Background: an optimization exercise with open tools, aiming at small area. Do not read the settings as production practice. Only simulation tests tie the RTL to the original design; equivalence was not proved.

==> flow/design.v, too long to show whole: its modules and the start of the top module <==
// module convolutional_layer_1: 4279 lines
// module fa_cell: 4 lines
// module hold_mux: 3 lines
// module inv_cell: 3 lines
// module ha_cell: 4 lines
module convolutional_layer_1 (
  input signed [7:0] in,
  input clk, en,
  output signed [191:0] out
);
  // ...
==> flow/flow/run.sh <==
#!/bin/bash
# Standard synthesis and layout with small port buffers; after placement the constant
# output ports of each map share one tie cell.
set -e
bash standard.sh synth > synth.log 2>&1
bash standard.sh BUFFER_PORTS_ARGS="-buffer_cell sky130_fd_sc_hd__buf_1" GPL_KEEP_OVERFLOW=0 place > place.log 2>&1
ODB=orfs/results/sky130hd/convolutional_layer_1/base/3_place.odb openroad -no_init -exit flow/merge_ties.tcl > merge_ties.log 2>&1
bash standard.sh BUFFER_PORTS_ARGS="-buffer_cell sky130_fd_sc_hd__buf_1" GPL_KEEP_OVERFLOW=0 finish > layout.log 2>&1
==> flow/flow/merge_ties.tcl <==
# Let one tie cell drive all the constant output ports of a map instead of one tie cell each.
read_db $::env(ODB)
set block [[[ord::get_db] getChip] getBlock]
array set keep {}
set removed 0
foreach inst [$block getInsts] {
  if {[[$inst getMaster] getName] ne "sky130_fd_sc_hd__conb_1"} { continue }
  set net "NULL"
  set pin ""
  foreach it [$inst getITerms] {
    set n [$it getNet]
    if {$n ne "NULL" && [[$it getMTerm] getName] in {LO HI}} { set net $n; set pin [[$it getMTerm] getName] }
  }
  if {$net eq "NULL"} { continue }
  set bts [$net getBTerms]
  if {[llength $bts] != 1 || [llength [$net getITerms]] != 1} { continue }
  set name [[lindex $bts 0] getName]
  if {![regexp {^out\[(\d+)\]$} $name -> idx]} { continue }
  set key "$pin[expr {$idx / 32}]"
  if {![info exists keep($key)]} { set keep($key) $net; continue }
  set bt [lindex $bts 0]
  $bt disconnect
  $bt connect $keep($key)
  odb::dbInst_destroy $inst
  odb::dbNet_destroy $net
  incr removed
}
puts "merge_ties: removed $removed tie cells"
write_db $::env(ODB)
==> flow/standard.sh <==
#!/bin/bash
# synth_recipe.tcl (not shown) runs the flow's synth.tcl, then flattens the netlist and writes it again
# the make line also repeats each setting of config.mk as NAME=value (left out here)
make -C /OpenROAD-flow-scripts/flow DESIGN_CONFIG=/design/flow/config.mk WORK_HOME=/design/flow/orfs CLKGATE_MAP_FILE= SYNTH_SCRIPT=/design/flow/synth_recipe.tcl "${@:-finish}"
==> flow/config.mk <==
export PLATFORM = sky130hd
export DESIGN_NAME = convolutional_layer_1
export DESIGN_NICKNAME = convolutional_layer_1
export VERILOG_FILES = /design/flow/design.v
export SDC_FILE = /design/flow/constraint.sdc
export NUM_CORES = 8
export LEC_CHECK = 0
export CAP_MARGIN = 20
export CORE_MARGIN = 2
export CORE_UTILIZATION = 62
export CTS_BUF_LIST = sky130_fd_sc_hd__clkbuf_16
export CTS_CLUSTER_DIAMETER = 100
export CTS_CLUSTER_SIZE = 25
export SLEW_MARGIN = 20
export SYNTH_HIERARCHICAL = 1
export SYNTH_MINIMUM_KEEP_SIZE = 0
==> flow/constraint.sdc <==
create_clock -name core_clock -period 18.0 [get_ports {clk}]
set_input_delay 3.6000 -clock core_clock [delete_from_list [all_inputs] [get_ports {clk}]]
set_output_delay 3.6000 -clock core_clock [all_outputs]
set_load 0.01 [all_outputs]
==> impl_metrics.yaml, run 1 <==
outcome:
  outcome: "timing/DRC/antenna clean"
finish:
  most-common-layout-cells: "fa_1, a22o_1, dfxtp_1, inv_1, ha_1"
  stdcell_area_mm2: 0.07290
  drive_above_1_share_pct: 2.298
  area.sequential_mm2: 0.02131
  clock_cell_area_share_pct: 1.932
place:
  place.gp.congestion: 1.173
  io_buffers: 111
worst_setup_path:
  crit_path_start: "u[0][0]"
  crit_cells: 29
  cpMaxStageDelayCell: "dfxtp_1"
  endpoint: "out[65]"
  r2r_slack_ns: 16.47
  cp_num_buf_inv: 4
  critPathKind: "reg -> out"
timing:
  hold_viol_final: 0
  finalSetupViolCount: 0
  setup_slack_ns: 0.3626
  drv_slew: 0
  skew_ns: 0.04803
clock_tree:
  cts_tree: "built"
  cts_buffers: 50
detailed_routing:
  wl_per_cell_um: 44.64
  firstDrtPassIters: 6
  drt-initial-drc-count: 5418
logic_synthesis:
  ys_top_cells_by_area: "fa_1, dfxtp_1, a22o_1, ha_1, inv_1"
  synth_most_common_cell: "fa_1"
  synthTopCellsByCount: "fa_1, a22o_1, dfxtp_1"
  syn_avg_cell_area_um2: 14.96
  yosys-mux-area-fraction_pct: 0
  synth.distinct_cells: 16
  synth_edf_count: 0
floorplan:
  die_h_um: 339.3
  die-area_mm2: 0.1151
grt:
  grt.busiest_layer: "met2"
worst_hold_path:
  min-delay-start: "u[127][2]"
  hold_path_class: "reg -> reg"
==> run 2, diff against run 1 <==
--- a/flow/config.mk
+++ b/flow/config.mk
@@ -8,8 +8,8 @@
 export CAP_MARGIN = 20
 export CORE_MARGIN = 2
-export CORE_UTILIZATION = 62
+export CORE_UTILIZATION = 55
 export CTS_BUF_LIST = sky130_fd_sc_hd__clkbuf_16
 export CTS_CLUSTER_DIAMETER = 100
-export CTS_CLUSTER_SIZE = 25
+export CTS_CLUSTER_SIZE = 30
 export SLEW_MARGIN = 20
 export SYNTH_HIERARCHICAL = 1
==> impl_metrics.yaml, run 2 <==
outcome:
  outcome: "timing/DRC/antenna clean"
timing:
  period_minus_slack_ns: 17.49
  hold_viol_final: 0
  fin_tns_setup_ns: 0
  final.period_utilization_pct: 97.15
  setup_slack_ns: 0.5130
  clock.fmax_mhz: 57.19
  max_slew_margin_pct: 13.91
  skew_ns: 0.04040
  finalSetupViolCount: 0
  max_slew.worst_pin.slew_ns: 1.290
  rsz0062_at_grt: "no"
  drv_slew: 0
logic_synthesis:
  synth_edf_count: 0
  async_flop_share_pct: 0
  synth_most_common_cell: "fa_1"
  ys_ff_latch: 1064
  yosysTopAreaCellShare_pct: 48.59
  syn_avg_cell_area_um2: 14.96
  ys_top_cells_by_area: "fa_1, dfxtp_1, a22o_1, ha_1, inv_1"
  synthTopCellsByCount: "fa_1, a22o_1, dfxtp_1"
  ys.warnings.count: 9
  synth.distinct_cells: 16
  synthCells: 4660
  ys.flop_type: "dfxtp_1"
  syn-cell-area_mm2: 0.06971
  seq_area_frac_synth_pct: 30.55
  yosys.area.top_type: "fa_1"
worst_hold_path:
  hold_path_class: "reg -> reg"
worst_setup_path:
  cp_num_buf_inv: 6
  start_kind: "register"
  r2r_slack_ns: 16.44
  timing.rr.start: "u[36][6]"
  end_kind: "primary output"
  slowest_delay_ns: 0.87
  critPathKind: "reg -> out"
  crit_cells: 33
  critical_path_peak_fanout: 17
  required_ns: 14.40
  cpMaxStageDelayCell: "fa_1"
  r2r_end: "u[37][6]"
  r2r_cells: 1
  cp_top_family: "adder cells"
  endpoint: "out[15]"
  crit_path_frequent_cell: "fa_1"
  critical_path_arrival_ns: 13.89
  crit_path_start: "u[1][0]"
clock_tree:
  cts.reportedPaths.clkPinSlew_ns: 0.11
  cts_max_level: 2
  insertion_delay_ns: 0.70
  postCtsHoldBufs: 0
  cts_setup_buffers: 0
  post_cts_resized: 0
  clk_path_buf_depth: 3
  cts_buffers: 45
  root_buffer: "clkbuf_16"
  cts_tree: "built"
  cts_sinks: 1064
grt:
  grt_max_degree: 34
  grt_pass1_wl_mm: 366.0
  grt_pass1_vias: 44635
  gr-total-overflow: 0
  antenna_found_initial: 18
  grt.total_usage_pct: 42.49
place:
  place.gp.congestion: 1.164
  io_buffers: 111
  dp_cells: 6418
  place_ws_ns: 0.9161
  hpwl_mm: 230.7
floorplan:
  die-area_mm2: 0.1296
  rows: 130
  core-area_mm2: 0.1257
  ios: 202
  start_util_pct: 55.45
  fp.dieW_um: 360.0
  die_h_um: 360.0
detailed_routing:
  drc: 0
  num_vias: 42030
  firstDrtPassIters: 6
  wirelength_mm: 272.0
  drt-initial-drc-count: 4948
  via_per_inst: 6.570
  drtAntennaViolNets: 0
  wl_per_cell_um: 42.52
finish:
  top_regs: "u (1064)"
  stdcell_count: 6397
  final_common_cell: "fa_1"
  most-common-layout-cells: "fa_1, a22o_1, dfxtp_1, inv_1, ha_1"
  drive_above_1_share_pct: 2.256
  largest_reg_flops: 1064
  syn2layout_area_growth_pct: 4.767
  fin_util_pct: 58.09
  final_nets: 6589
  top_register: "u"
job:
  max-cap-violations: 0
[run 2: layer usage]
layer | GRT usage [%] | share of wire (%)
met5 | 0.6289 | 0.089
met4 | 25.71 | 7.7
met3 | 21.19 | 14
met2 | 58.31 | 41
met1 | 53.74 | 37
[run 2: cell families (layout without fill, tap and decap cells)]
kind of cell,count (synthesis),after routing,share of synthesized area (%)
AOI/OAI and AO/OA,1064,1064,13.37
xor gates and xnor gates,5,5,0.1059
adders and majority gates,1847,1847,51.37
buffers and inverters,577,654,3.613
DFF,1064,1064,30.55
other,1,11,0.005379
and+or+nand+nor,102,102,0.9835
[run 2: how the worst min path moves through the flow]
stage                    from         to  slack (ns)  depth (start not counted)
detailed placement   u[58][3]   u[58][3]        0.46                          1
global placement     u[86][0]   u[86][0]        0.46                          1
CTS                  u[93][0]   u[94][0]        0.48                          1
floorplan           u[102][0]  u[102][0]        0.44                          1
global route        u[104][7]  u[104][7]        0.50                          1
finish                u[5][3]    u[6][3]        0.46                          1
[run 2: stage by stage]
stage	hold WS [ns]	area, um^2
floorplan	0.4434	70050
CTS	0.4781	73000
global placement	0.4562	71820
global route	0.4986	73020
detailed placement	0.4552	71940
finish	0.4647	73040
[run 2: modules after synthesis, one instance, submodules excluded]
module | flops+latches | copies in the design
hold_mux | 0 | 1064
fa_cell | 0 | 1692
inv_cell | 0 | 68
ha_cell | 0 | 155
convolutional_layer_1 | 1064 | 1
[run 2: layout make-up]
class / count / area (um^2)
fill: 10138 / 52700
inverter: 481 / 1805
timing repair buffer: 116 / 519.2
clock buffer: 45 / 1126
clock inverter: 12 / 247.7
multi-input combinational: 3024 / 45950
antenna: 5 / 12.51
sequential: 1064 / 21310
tap: 1650 / 2064
==> run 3, diff against run 2 <==
--- a/flow/config.mk
+++ b/flow/config.mk
@@ -6,4 +6,5 @@
 export NUM_CORES = 8
 export LEC_CHECK = 0
+export ABC_AREA = 1
 export CAP_MARGIN = 20
 export CORE_MARGIN = 2
==> impl_metrics.yaml, run 3 <==
place:
  io_buffers: 111
  place.gp.congestion: 1.139
  dpl_cell_area_mm2: 0.07484
  hpwl_mm: 252.7
timing:
  holdWs_ns: 0.3869
  finalSetupViolCount: 0
  skew_ns: 0.09384
  hold_viol_final: 0
  rsz0062_at_grt: "no"
  drv_slew: 0
  max_slew.worst_pin.slew_ns: 1.244
  final.period_utilization_pct: 97.57
  period_minus_slack_ns: 17.56
  max_slew_margin_pct: 16.97
  fin_tns_setup_ns: 0
  clock.fmax_mhz: 56.94
floorplan:
  ios: 202
  core-area_mm2: 0.1311
  die-area_mm2: 0.1347
  die_h_um: 367.1
  fp.dieW_um: 367.1
  start_util_pct: 55.28
  rows: 133
worst_setup_path:
  r2r_slack_ns: 16.52
  crit_path_frequent_cell: "fa_1"
  start_kind: "register"
  crit_path_start: "u[98][0]"
  timing.rr.start: "u[131][3]"
  critPathKind: "reg -> out"
  end_kind: "primary output"
  slowest_delay_ns: 1.15
  required_ns: 14.40
  cpMaxStageDelayCell: "fa_1"
  critical_path_arrival_ns: 13.96
  critical_path_peak_fanout: 17
grt:
  gr-total-overflow: 0
  antenna_found_initial: 13
  grt_pass1_vias: 51750
  grt_pass1_wl_mm: 402.7
  grt_max_degree: 34
  grt.total_usage_pct: 44.74
logic_synthesis:
  synthCells: 6897
  yosys.area.top_type: "fa_1"
  ys_top_cells_by_area: "fa_1, dfxtp_1, nand2_1, inv_1, ha_1"
  synth_most_common_cell: "nand2_1"
  seq_area_frac_synth_pct: 29.38
  syn-cell-area_mm2: 0.07249
  ys.flop_type: "dfxtp_1"
  synth.distinct_cells: 14
  yosysTopAreaCellShare_pct: 46.73
  async_flop_share_pct: 0
  synthTopCellsByCount: "nand2_1, fa_1, dfxtp_1"
  syn_avg_cell_area_um2: 10.51
  ys.warnings.count: 9
  ys_ff_latch: 1064
  synth_edf_count: 0
job:
  max-cap-violations: 0
outcome:
  outcome: "timing/DRC/antenna clean"
clock_tree:
  clk_path_buf_depth: 3
  cts_max_level: 2
  insertion_delay_ns: 0.74
  cts.reportedPaths.clkPinSlew_ns: 0.11
  cts_buffers: 47
  cts_sinks: 1064
  cts_tree: "built"
  root_buffer: "clkbuf_16"
finish:
  syn2layout_area_growth_pct: 4.971
  drive_above_1_share_pct: 1.417
  largest_reg_flops: 1064
  final_common_cell: "nand2_1"
  top_register: "u"
  fill_cells: 11117
  stdcell_area_mm2: 0.07610
  top_regs: "u (1064)"
  most-common-layout-cells: "nand2_1, fa_1, dfxtp_1, inv_1, ha_1"
  final_nets: 8831
worst_hold_path:
  hold_path_class: "reg -> reg"
  min-delay-start: "u[5][5]"
detailed_routing:
  drc: 0
  drtAntennaViolNets: 0
  wl_per_cell_um: 33.90
  via_per_inst: 5.716
  num_vias: 50000
  firstDrtPassIters: 6
  drt-initial-drc-count: 5703
  wirelength_mm: 296.5
run 3: cell types whose count changed after synthesis, moves of 25 or more:
cell     previous run  this run
inv_1             481       579
nand2_1             0      3200
a22o_1           1064         0
and2_1             56         0
nor2_1              1       102
nor2b_1            25         0
run 3: cell type report:
| type | instances | area [um^2] | area share (%) |
|---|---|---|---|
| Multi-Input combinational cell | 5162 | 48330 | 63.50 |
| Sequential cell | 1064 | 21310 | 28.00 |
| Tap cell | 1755 | 2196 | 2.886 |
| Inverter | 579 | 2176 | 2.859 |
| Clock buffer | 47 | 1176 | 1.546 |
| Timing Repair Buffer | 120 | 575.6 | 0.7563 |
| Clock inverter | 14 | 322.8 | 0.4242 |
| Antenna cell | 6 | 15.01 | 0.01973 |
run 3: final timing paths:
check / end / cells past startpoint
worst max-delay path: out[1] / 31
worst min-delay path: u[6][5] / 2
worst max register to register: u[132][3] / 2
worst min register to register: u[6][5] / 2
run 3: worst max-delay path, delay by kind of cell (launching register included):
| kind | cells | cell delay (ns) |
|---|---|---|
| adder cells (fa/ha/maj) | 25 | 11.40 |
| XOR/XNOR | 1 | 0.71 |
| flip-flops | 1 | 0.59 |
| buffers and inverters | 4 | 0.38 |
| AND/OR/NAND/NOR | 1 | 0.12 |
run 3: logic make-up after synthesis:
| logic type | Yosys count | share of synthesized area [%] |
|---|---|---|
| simple gates | 3306 | 17.13 |
| fa+ha+maj | 1847 | 49.40 |
| flops | 1064 | 29.38 |
| buf+inv | 676 | 4.016 |
| xor+xnor | 3 | 0.06732 |
| other cells | 1 | 0.005173 |
run 3: routing by layer:
layer | wire (um) | global-route usage [%] | vias up | part of all wire, %
li1 | - | - | 20481 | -
met1 | 109200 | 56.29 | 25796 | 37
met2 | 128400 | 65.53 | 2853 | 43
met3 | 35030 | 16.45 | 860 | 12
met4 | 23820 | 28.56 | 10 | 8.0
met5 | 67 | 0 | - | 0.023
run 3: Yosys stat by module (local to each module, per instance):
module / times used / area [um^2] / flops+latches / cells inside
convolutional_layer_1: 1 / 24440 / 1064 / 1790
ha_cell: 155 / 12.51 / 0 / 1
inv_cell: 68 / 3.754 / 0 / 1
hold_mux: 1064 / 11.26 / 0 / 3
fa_cell: 1692 / 20.02 / 0 / 1
run 3: repair_timing:
item | 4_1_cts | 5_1_grt
gates resized for setup | 0 | 1
endpoints found under the setup margin | 0 | 18
buffers inserted | 0 | 2
hold buffers | 0 | 0
run 3: per-stage QoR:
step | util, % | setup slack (ns) | cells
2_1_floorplan | - | 2.660 | 6986
3_3_place_gp | 56.97 | 0.8300 | 8755
3_5_place_dp | 57.07 | 1.047 | 8760
4_1_cts | 57.97 | 0.2760 | 8737
5_1_grt | 58.02 | 0.1303 | 8741
6_report | 58.03 | 0.4376 | 8747
==> run 4, diff against run 3 <==
--- a/flow/config.mk
+++ b/flow/config.mk
@@ -6,8 +6,7 @@
 export NUM_CORES = 8
 export LEC_CHECK = 0
-export ABC_AREA = 1
 export CAP_MARGIN = 20
 export CORE_MARGIN = 2
-export CORE_UTILIZATION = 55
+export CORE_UTILIZATION = 62
 export CTS_BUF_LIST = sky130_fd_sc_hd__clkbuf_16
 export CTS_CLUSTER_DIAMETER = 100
==> impl_metrics.yaml, run 4 <==
logic_synthesis:
  yosysTopAreaCellShare_pct: 48.59
  seq_area_frac_synth_pct: 30.55
  synthSimpleGateAreaFrac_pct: 0.9835
  synth_edf_count: 0
  yosys-mux-area-fraction_pct: 0
  ys.flop_type: "dfxtp_1"
  ys_ff_latch: 1064
  yosys.area.top_type: "fa_1"
  synthAdderAreaFrac_pct: 51.37
  synth_top_family_by_area: "adder cells"
  syn_avg_cell_area_um2: 14.96
  synthCells: 4660
  synth_compound_area_share_pct: 13.37
  ys_top_cells_by_area: "fa_1, dfxtp_1, a22o_1, ha_1, inv_1"
  synth-xor-area-share_pct: 0.1059
  synthTopCellsByCount: "fa_1, a22o_1, dfxtp_1"
  syn-cell-area_mm2: 0.06971
  ys.warnings.count: 9
  synth.distinct_cells: 16
  async_flop_share_pct: 0
  synth_most_common_cell: "fa_1"
detailed_routing:
  drt-initial-drc-count: 5261
  num_vias: 43072
  drtAntennaViolNets: 0
  drc: 0
  wl_per_cell_um: 44.54
  firstDrtPassIters: 5
  via_per_inst: 6.889
  wirelength_mm: 278.5
clock_tree:
  cts_tree: "built"
  cts.reportedPaths.clkPinSlew_ns: 0.11
  insertion_delay_ns: 0.73
  clk_path_buf_depth: 3
  cts_buffers: 44
  cts_max_level: 2
  post_cts_resized: 0
  postCtsHoldBufs: 0
  cts_setup_buffers: 0
  cts_sinks: 1064
  root_buffer: "clkbuf_16"
timing:
  skew_ns: 0.08075
  rsz0062_at_grt: "no"
  drv_slew: 0
  max_slew_margin_pct: 19.37
  finalSetupViolCount: 0
  period_minus_slack_ns: 17.72
  fin_tns_setup_ns: 0
  final.period_utilization_pct: 98.45
  max_slew.worst_pin.slew_ns: 1.208
  hold_viol_final: 0
  clock.fmax_mhz: 56.43
finish:
  largest_reg_flops: 1064
  stdcell_area_mm2: 0.07280
  top_regs: "u (1064)"
  final_nets: 6588
  top_register: "u"
  syn2layout_area_growth_pct: 4.435
  drive_above_1_share_pct: 2.236
  final_common_cell: "fa_1"
  most-common-layout-cells: "fa_1, a22o_1, dfxtp_1, inv_1, ha_1"
place:
  io_buffers: 111
  place.gp.congestion: 1.173
  hpwl_mm: 235.5
  dpl_cell_area_mm2: 0.07174
worst_hold_path:
  hold-path-cell-count: 1
  hold_path_class: "reg -> reg"
  whs_endpoint: "u[11][6]"
  min-delay-start: "u[10][6]"
floorplan:
  rows: 123
  fp.dieW_um: 339.3
  die_h_um: 339.3
  start_util_pct: 62.22
  die-area_mm2: 0.1151
  core-area_mm2: 0.1120
  ios: 202
grt:
  grt_pass1_vias: 45854
  antenna_found_initial: 11
  grt_max_degree: 34
  gr-total-overflow: 0
  grt_pass1_wl_mm: 373.4
  grt.total_usage_pct: 49.09
worst_setup_path:
  cp_top_family: "adder cells"
  critical_path_arrival_ns: 14.12
  cp_num_buf_inv: 4
  r2r_cells: 1
  r2r_slack_ns: 16.49
  crit_path_frequent_cell: "fa_1"
  slowest_delay_ns: 1.23
  required_ns: 14.40
  critPathKind: "reg -> out"
  start_kind: "register"
  r2r_end: "u[1][3]"
  cpMaxStageDelayCell: "fa_1"
  end_kind: "primary output"
  critical_path_peak_fanout: 18
  timing.rr.start: "u[0][3]"
outcome:
  outcome: "timing/DRC/antenna clean"
job:
  max-cap-violations: 0
## run 4: changes by cell type after synthesis, moves of 4 or more
cell      previous run  this run
nand2_1           3200         0
a22o_1               0      1064
nor2_1             102         1
inv_1              579       481
and2_1               0        56
nor2b_1              0        25
and2_4               0        20
clkbuf_1             0         4
## run 4: cell families (layout without fill, tap and decap cells)
group	Yosys count	in the layout
xor+xnor	5	5
flops	1064	1064
simple gates	102	102
compound gates	1064	1064
other cells	1	18
buf+inv	577	652
fa+ha+maj	1847	1847
## run 4: metal layers
metal  track usage [%]  vias to the layer above  routed length, um
li1                  -                    15995                  -
met1             60.90                    23075              98800
met2             67.89                     3061             115300
met3             24.66                      933              40680
met4             31.98                        8              23500
met5            0.7761                        -                167
## run 4: metrics by stage
step	hold slack [ns]	worst slack [ns]	instances	utilization (%)
3_5_place_dp	0.4552	0.8118	6268	64.04
5_1_grt	0.4445	0.2227	6240	64.96
3_3_place_gp	0.4561	0.5312	6264	63.93
6_report	0.4436	0.2783	6252	64.98
4_1_cts	0.4316	0.05080	6239	64.93
2_1_floorplan	0.4434	2.496	4749	-
## run 4: modules after synthesis, one instance, submodules excluded
module	flops+latches	times used	cells	area, um^2
ha_cell	0	155	1	12.51
inv_cell	0	68	1	3.754
hold_mux	0	1064	1	8.758
convolutional_layer_1	1064	1	1681	24330
fa_cell	0	1692	1	20.02
## run 4: how the worst max path moves through the flow
stage | from | endpoint | slack (ns) | cells after the start
after floorplan | u[36][0] | out[100] | 2.50 | 30
after global placement | u[0][0] | out[65] | 0.53 | 29
after detailed placement | u[130][0] | out[15] | 0.81 | 32
after CTS | u[130][0] | out[15] | 0.05 | 32
after global routing | u[1][0] | out[11] | 0.22 | 33
final | u[0][0] | out[65] | 0.28 | 28
## run 4: layout make-up
type,count,area [um^2]
well taps,1500,1877
clock buffers,44,1101
flip-flops and latches,1064,21310
clock inverters,11,219.0
fillers,7924,39230
diodes,12,30.03
inverters,481,1805
multi-input cells,3024,45950
repair buffers,116,511.7
==> run 5, diff against run 4 <==
--- a/flow/config.mk
+++ b/flow/config.mk
@@ -8,8 +8,8 @@
 export CAP_MARGIN = 20
 export CORE_MARGIN = 2
-export CORE_UTILIZATION = 62
+export CORE_UTILIZATION = 55
 export CTS_BUF_LIST = sky130_fd_sc_hd__clkbuf_16
 export CTS_CLUSTER_DIAMETER = 100
-export CTS_CLUSTER_SIZE = 30
+export CTS_CLUSTER_SIZE = 25
 export SLEW_MARGIN = 20
 export SYNTH_HIERARCHICAL = 1
==> impl_metrics.yaml, run 5 <==
outcome:
  outcome: "timing/DRC/antenna clean"
place:
  place_ws_ns: 0.9161
  place.gp.congestion: 1.164
  io_buffers: 111
  hpwl_mm: 230.7
worst_setup_path:
  r2r_slack_ns: 16.46
  critical_path_peak_fanout: 12
  required_ns: 14.40
  r2r_cells: 1
  critical_path_arrival_ns: 13.91
  cpMaxStageDelayCell: "fa_1"
  crit_path_frequent_cell: "fa_1"
  r2r_end: "u[99][5]"
  timing.rr.start: "u[99][5]"
  slowest_delay_ns: 0.72
  critPathKind: "reg -> out"
  end_kind: "primary output"
  start_kind: "register"
clock_tree:
  cts.reportedPaths.clkPinSlew_ns: 0.10
  cts_tree: "built"
  clk_path_buf_depth: 3
  cts_buffers: 51
  cts_sinks: 1064
  postCtsHoldBufs: 0
  cts_setup_buffers: 0
  insertion_delay_ns: 0.71
  cts_max_level: 2
  post_cts_resized: 0
  root_buffer: "clkbuf_16"
finish:
  most-common-layout-cells: "fa_1, a22o_1, dfxtp_1, inv_1, ha_1"
  fill_cells: 10132
  syn2layout_area_growth_pct: 4.925
  multi_input_area_mm2: 0.04595
  top_regs: "u (1064)"
  final_nets: 6595
  largest_reg_flops: 1064
  drive_above_1_share_pct: 2.318
  final_common_cell: "fa_1"
  top_register: "u"
  area.sequential_mm2: 0.02131
floorplan:
  die_h_um: 360.0
  core-area_mm2: 0.1257
  rows: 130
  fp.dieW_um: 360.0
  ios: 202
  start_util_pct: 55.45
  die-area_mm2: 0.1296
timing:
  max_slew.worst_pin.slew_ns: 1.335
  max_slew_margin_pct: 10.90
  setup_slack_ns: 0.4942
  period_minus_slack_ns: 17.51
  hold_viol_final: 0
  finalSetupViolCount: 0
  fin_tns_setup_ns: 0
  rsz0062_at_grt: "no"
  skew_ns: 0.04808
  clock.fmax_mhz: 57.12
  final.period_utilization_pct: 97.25
  drv_slew: 0
logic_synthesis:
  synth.distinct_cells: 16
  async_flop_share_pct: 0
  synth_most_common_cell: "fa_1"
  syn-cell-area_mm2: 0.06971
  ys_ff_latch: 1064
  ys_top_cells_by_area: "fa_1, dfxtp_1, a22o_1, ha_1, inv_1"
  seq_area_frac_synth_pct: 30.55
  synthTopCellsByCount: "fa_1, a22o_1, dfxtp_1"
  syn_avg_cell_area_um2: 14.96
  synth_edf_count: 0
  yosysTopAreaCellShare_pct: 48.59
  yosys.area.top_type: "fa_1"
  ys.flop_type: "dfxtp_1"
  synthCells: 4660
  ys.warnings.count: 9
worst_hold_path:
  whs_endpoint: "u[126][1]"
  min-delay-start: "u[125][1]"
  hold_path_class: "reg -> reg"
  hold-path-cell-count: 1
detailed_routing:
  drtAntennaViolNets: 0
  num_vias: 42251
  drc: 0
  wirelength_mm: 272.6
  firstDrtPassIters: 7
  drt-initial-drc-count: 4981
  via_per_inst: 6.602
  wl_per_cell_um: 42.59
grt:
  grt_max_degree: 34
  grt_pass1_vias: 44730
  antenna_found_initial: 18
  gr-total-overflow: 0
  grt_pass1_wl_mm: 366.6
  grt.total_usage_pct: 42.53
job:
  max-cap-violations: 0
run 5: cell counts after synthesis:
Identical to the previous run, type by type.
run 5: final cells by class:
class                           count  share of cell area (%)
Multi-Input combinational cell   3024                   62.82
Sequential cell                  1064                   29.13
Tap cell                         1650                   2.822
Inverter                          481                   2.468
Clock buffer                       52                   1.779
Timing Repair Buffer              116                  0.7099
Clock inverter                      8                  0.2514
Antenna cell                        5                 0.01711
run 5: critical path, delay by kind of cell (launching register included):
family | cells | cell delay (ns)
fa+ha+maj | 26 | 11.74
flops | 1 | 0.46
buf+inv | 3 | 0.44
xor+xnor | 1 | 0.34
simple gates | 1 | 0.18
run 5: metal layers:
layer | GRT usage [%] | up-vias | part of all wire [%] | wire, um
li1 | - | 15989 | - | -
met1 | 53.96 | 22609 | 37 | 101300
met2 | 58.79 | 2786 | 41 | 112300
met3 | 20.94 | 841 | 14 | 38430
met4 | 25.03 | 26 | 7.5 | 20400
met5 | 0.1480 | - | 0.058 | 158
run 5: how the worst max path moves through the flow:
stage                    from  endpoint  slack (ns)  depth (start not counted)
finish               u[36][0]   out[97]        0.49                         31
global route        u[130][0]   out[14]        0.11                         32
CTS                 u[130][0]   out[15]        0.14                         32
detailed placement  u[130][0]   out[15]        0.92                         32
global placement     u[35][0]   out[64]        0.52                         30
floorplan            u[36][0]  out[100]        2.50                         30
run 5: Yosys stat by module (local to each module, per instance):
| module | cells inside | flops+latches | cell area (um^2) |
|---|---|---|---|
| convolutional_layer_1 | 1681 | 1064 | 24330 |
| fa_cell | 1 | 0 | 20.02 |
| ha_cell | 1 | 0 | 12.51 |
| hold_mux | 1 | 0 | 8.758 |
| inv_cell | 1 | 0 | 3.754 |
run 5: kinds of logic (layout without fill, tap and decap cells):
| group | count (synthesis) | in the layout | share of synthesized area, % |
|---|---|---|---|
| DFF | 1064 | 1064 | 30.55 |
| buffers and inverters | 577 | 657 | 3.613 |
| xor gates and xnor gates | 5 | 5 | 0.1059 |
| other | 1 | 11 | 0.005379 |
| AOI/OAI and AO/OA | 1064 | 1064 | 13.37 |
| and+or+nand+nor | 102 | 102 | 0.9835 |
| adders and majority gates | 1847 | 1847 | 51.37 |
run 5: metrics by stage:
step / instance area (um^2) / hold slack (ns) / utilization (%) / instances
finish: 73150 / 0.4544 / 58.18 / 6400
global route: 73130 / 0.4767 / 58.17 / 6395
CTS: 73110 / 0.4510 / 58.15 / 6394
detailed placement: 71940 / 0.4552 / 57.21 / 6418
global placement: 71820 / 0.4562 / 57.12 / 6414
floorplan: 70050 / 0.4434 / - / 4749
==> run 6, diff against run 5 <==
--- a/flow/config.mk
+++ b/flow/config.mk
@@ -10,6 +10,6 @@
 export CORE_UTILIZATION = 55
 export CTS_BUF_LIST = sky130_fd_sc_hd__clkbuf_16
-export CTS_CLUSTER_DIAMETER = 100
-export CTS_CLUSTER_SIZE = 25
+export CTS_CLUSTER_DIAMETER = 90
+export CTS_CLUSTER_SIZE = 28
 export SLEW_MARGIN = 20
 export SYNTH_HIERARCHICAL = 1
==> impl_metrics.yaml, run 6 <==
outcome:
  outcome: "timing/DRC/antenna clean"
timing:
  drv_slew: 0
  hold_viol_final: 0
  period_minus_slack_ns: 17.48
  finalSetupViolCount: 0
  max_slew_margin_pct: 12.67
  setup_slack_ns: 0.5166
  rsz0062_at_grt: "no"
  clock.fmax_mhz: 57.20
  fin_tns_setup_ns: 0
  holdWs_ns: 0.4841
  max_slew.worst_pin.slew_ns: 1.308
  final.period_utilization_pct: 97.13
  skew_ns: 0.03647
finish:
  top_regs: "u (1064)"
  final_common_cell: "fa_1"
  syn2layout_area_growth_pct: 4.841
  final_nets: 6591
  largest_reg_flops: 1064
  most-common-layout-cells: "fa_1, a22o_1, dfxtp_1, inv_1, ha_1"
  area.sequential_mm2: 0.02131
  multi_input_area_mm2: 0.04595
  top_register: "u"
  drive_above_1_share_pct: 2.298
  fill_cells: 10127
logic_synthesis:
  synth.distinct_cells: 16
  ys.flop_type: "dfxtp_1"
  seq_area_frac_synth_pct: 30.55
  synth_edf_count: 0
  syn-cell-area_mm2: 0.06971
  ys.warnings.count: 9
  ys_ff_latch: 1064
  yosysTopAreaCellShare_pct: 48.59
  synthCells: 4660
  async_flop_share_pct: 0
  ys_top_cells_by_area: "fa_1, dfxtp_1, a22o_1, ha_1, inv_1"
  synthTopCellsByCount: "fa_1, a22o_1, dfxtp_1"
  yosys.area.top_type: "fa_1"
  synth_most_common_cell: "fa_1"
  syn_avg_cell_area_um2: 14.96
floorplan:
  ios: 202
  rows: 130
  die-area_mm2: 0.1296
  start_util_pct: 55.45
  core-area_mm2: 0.1257
  die_h_um: 360.0
  fp.dieW_um: 360.0
clock_tree:
  cts_buffers: 47
  cts_max_level: 2
  postCtsHoldBufs: 0
  cts_tree: "built"
  cts.reportedPaths.clkPinSlew_ns: 0.10
  clk_path_buf_depth: 3
  post_cts_resized: 0
  cts_sinks: 1064
  cts_setup_buffers: 0
  root_buffer: "clkbuf_16"
  insertion_delay_ns: 0.69
worst_setup_path:
  critical_path_peak_fanout: 17
  cp_top_family: "adder cells"
  cp_num_buf_inv: 5
  crit_path_start: "u[130][0]"
  required_ns: 14.40
  critPathKind: "reg -> out"
  timing.rr.start: "u[36][6]"
  end_kind: "primary output"
  crit_path_frequent_cell: "fa_1"
  cpMaxStageDelayCell: "dfxtp_1"
  start_kind: "register"
  slowest_delay_ns: 1.04
  critical_path_arrival_ns: 13.88
grt:
  grt_pass1_wl_mm: 365.9
  antenna_found_initial: 19
  grt_pass1_vias: 44663
  grt_max_degree: 34
  gr-total-overflow: 0
  grt.total_usage_pct: 42.47
place:
  place_ws_ns: 0.9161
  io_buffers: 111
  place.gp.congestion: 1.164
  hpwl_mm: 230.7
detailed_routing:
  top_layer_used: "met5"
  wl_met2_mm: 111.4
  drt-initial-drc-count: 5062
  via_per_inst: 6.565
  firstDrtPassIters: 6
  wl_met3_mm: 38.49
  drc: 0
  num_vias: 41982
  wirelength_mm: 271.7
  wl_met1_mm: 100.7
  drtAntennaViolNets: 0
  wl_per_cell_um: 42.49
job:
  max-cap-violations: 0
worst_hold_path:
  hold_path_class: "reg -> reg"
  min-delay-start: "u[26][5]"
[run 6: per-module statistics from Yosys (local to each module, per instance)]
module | flops+latches | times used
fa_cell | 0 | 1692
convolutional_layer_1 | 1064 | 1
hold_mux | 0 | 1064
inv_cell | 0 | 68
ha_cell | 0 | 155
[run 6: cell type report]
| type | instances | share of cell area, % |
|---|---|---|
| Multi-Input combinational cell | 3024 | 62.87 |
| Sequential cell | 1064 | 29.16 |
| Tap cell | 1650 | 2.825 |
| Inverter | 481 | 2.470 |
| Clock buffer | 47 | 1.609 |
| Timing Repair Buffer | 116 | 0.7104 |
| Clock inverter | 11 | 0.3492 |
| Antenna cell | 2 | 0.006848 |
[run 6: final timing paths]
check | to | slack (ns) | depth (start not counted)
max | out[0] | 0.52 | 32
min | u[26][5] | 0.48 | 1
max reg2reg | u[37][6] | 16.44 | 1
min reg2reg | u[26][5] | 0.48 | 1
[run 6: logic make-up (layout without fill, tap and decap cells)]
kind of cell	Yosys count	count (layout)	share of synthesized area [%]
buffers and inverters	577	655	3.613
xor gates and xnor gates	5	5	0.1059
other	1	8	0.005379
AOI/OAI and AO/OA	1064	1064	13.37
and+or+nand+nor	102	102	0.9835
DFF	1064	1064	30.55
adders and majority gates	1847	1847	51.37
[run 6: through the flow]
stage                     area, um^2  utilization [%]  cells
after floorplan                70050                -   4749
after global placement         71820            57.12   6414
after detailed placement       71940            57.21   6418
after CTS                      73050            58.10   6392
after global routing           73080            58.13   6393
final                          73090            58.13   6395
[run 6: routing by layer]
| metal | vias to the layer above | GRT usage, % |
|---|---|---|
| met5 | - | 0.3700 |
| met4 | 34 | 25.58 |
| met3 | 877 | 20.69 |
| met2 | 2605 | 58.42 |
| met1 | 22498 | 54.00 |
| li1 | 15968 | - |

[re-timing with driven ports]
How much do the figures lean on ideal ports? The routed layouts below were timed once more, with nothing changed but the port constraints. Step 1 (the two cells are an assumption about what drives the block):
set clk [get_ports {clk}]
set_driving_cell -lib_cell sky130_fd_sc_hd__clkbuf_16 $clk
set_driving_cell -lib_cell sky130_fd_sc_hd__buf_2 [delete_from_list [all_inputs] $clk]
Step 2 times the ports against the registers' clock, not the clock port: input delays grow and output delays shrink by t, the midpoint of the rising clock arrivals with the driver on. Three values: no drivers, after step 1, after step 2; two values: the first two.
run | t (ns) | slack for setup (ns) | worst hold slack (ns) | worst setup path after step 2 | slew at the worst register clock pin (ns)
run 1 | 0.753 | 0.363 / 0.286 / 1.039 | 0.467 / 0.467 / 0.467 | register to output | 0.11 / 0.11
run 2 | 0.756 | 0.513 / 0.439 / 1.195 | 0.465 / 0.465 / 0.465 | register to output | 0.11 / 0.11
run 3 | 0.778 | 0.438 / 0.358 / 1.137 | 0.387 / 0.387 / 0.387 | register to output | 0.12 / 0.12
run 4 | 0.763 | 0.278 / 0.200 / 0.963 | 0.444 / 0.444 / 0.444 | register to output | 0.12 / 0.12
run 5 | 0.758 | 0.494 / 0.418 / 1.176 | 0.454 / 0.454 / 0.454 | register to output | 0.10 / 0.10
run 6 | 0.748 | 0.517 / 0.443 / 1.191 | 0.484 / 0.484 / 0.484 | register to output | 0.11 / 0.11
After both steps every run listed still meets setup and hold.
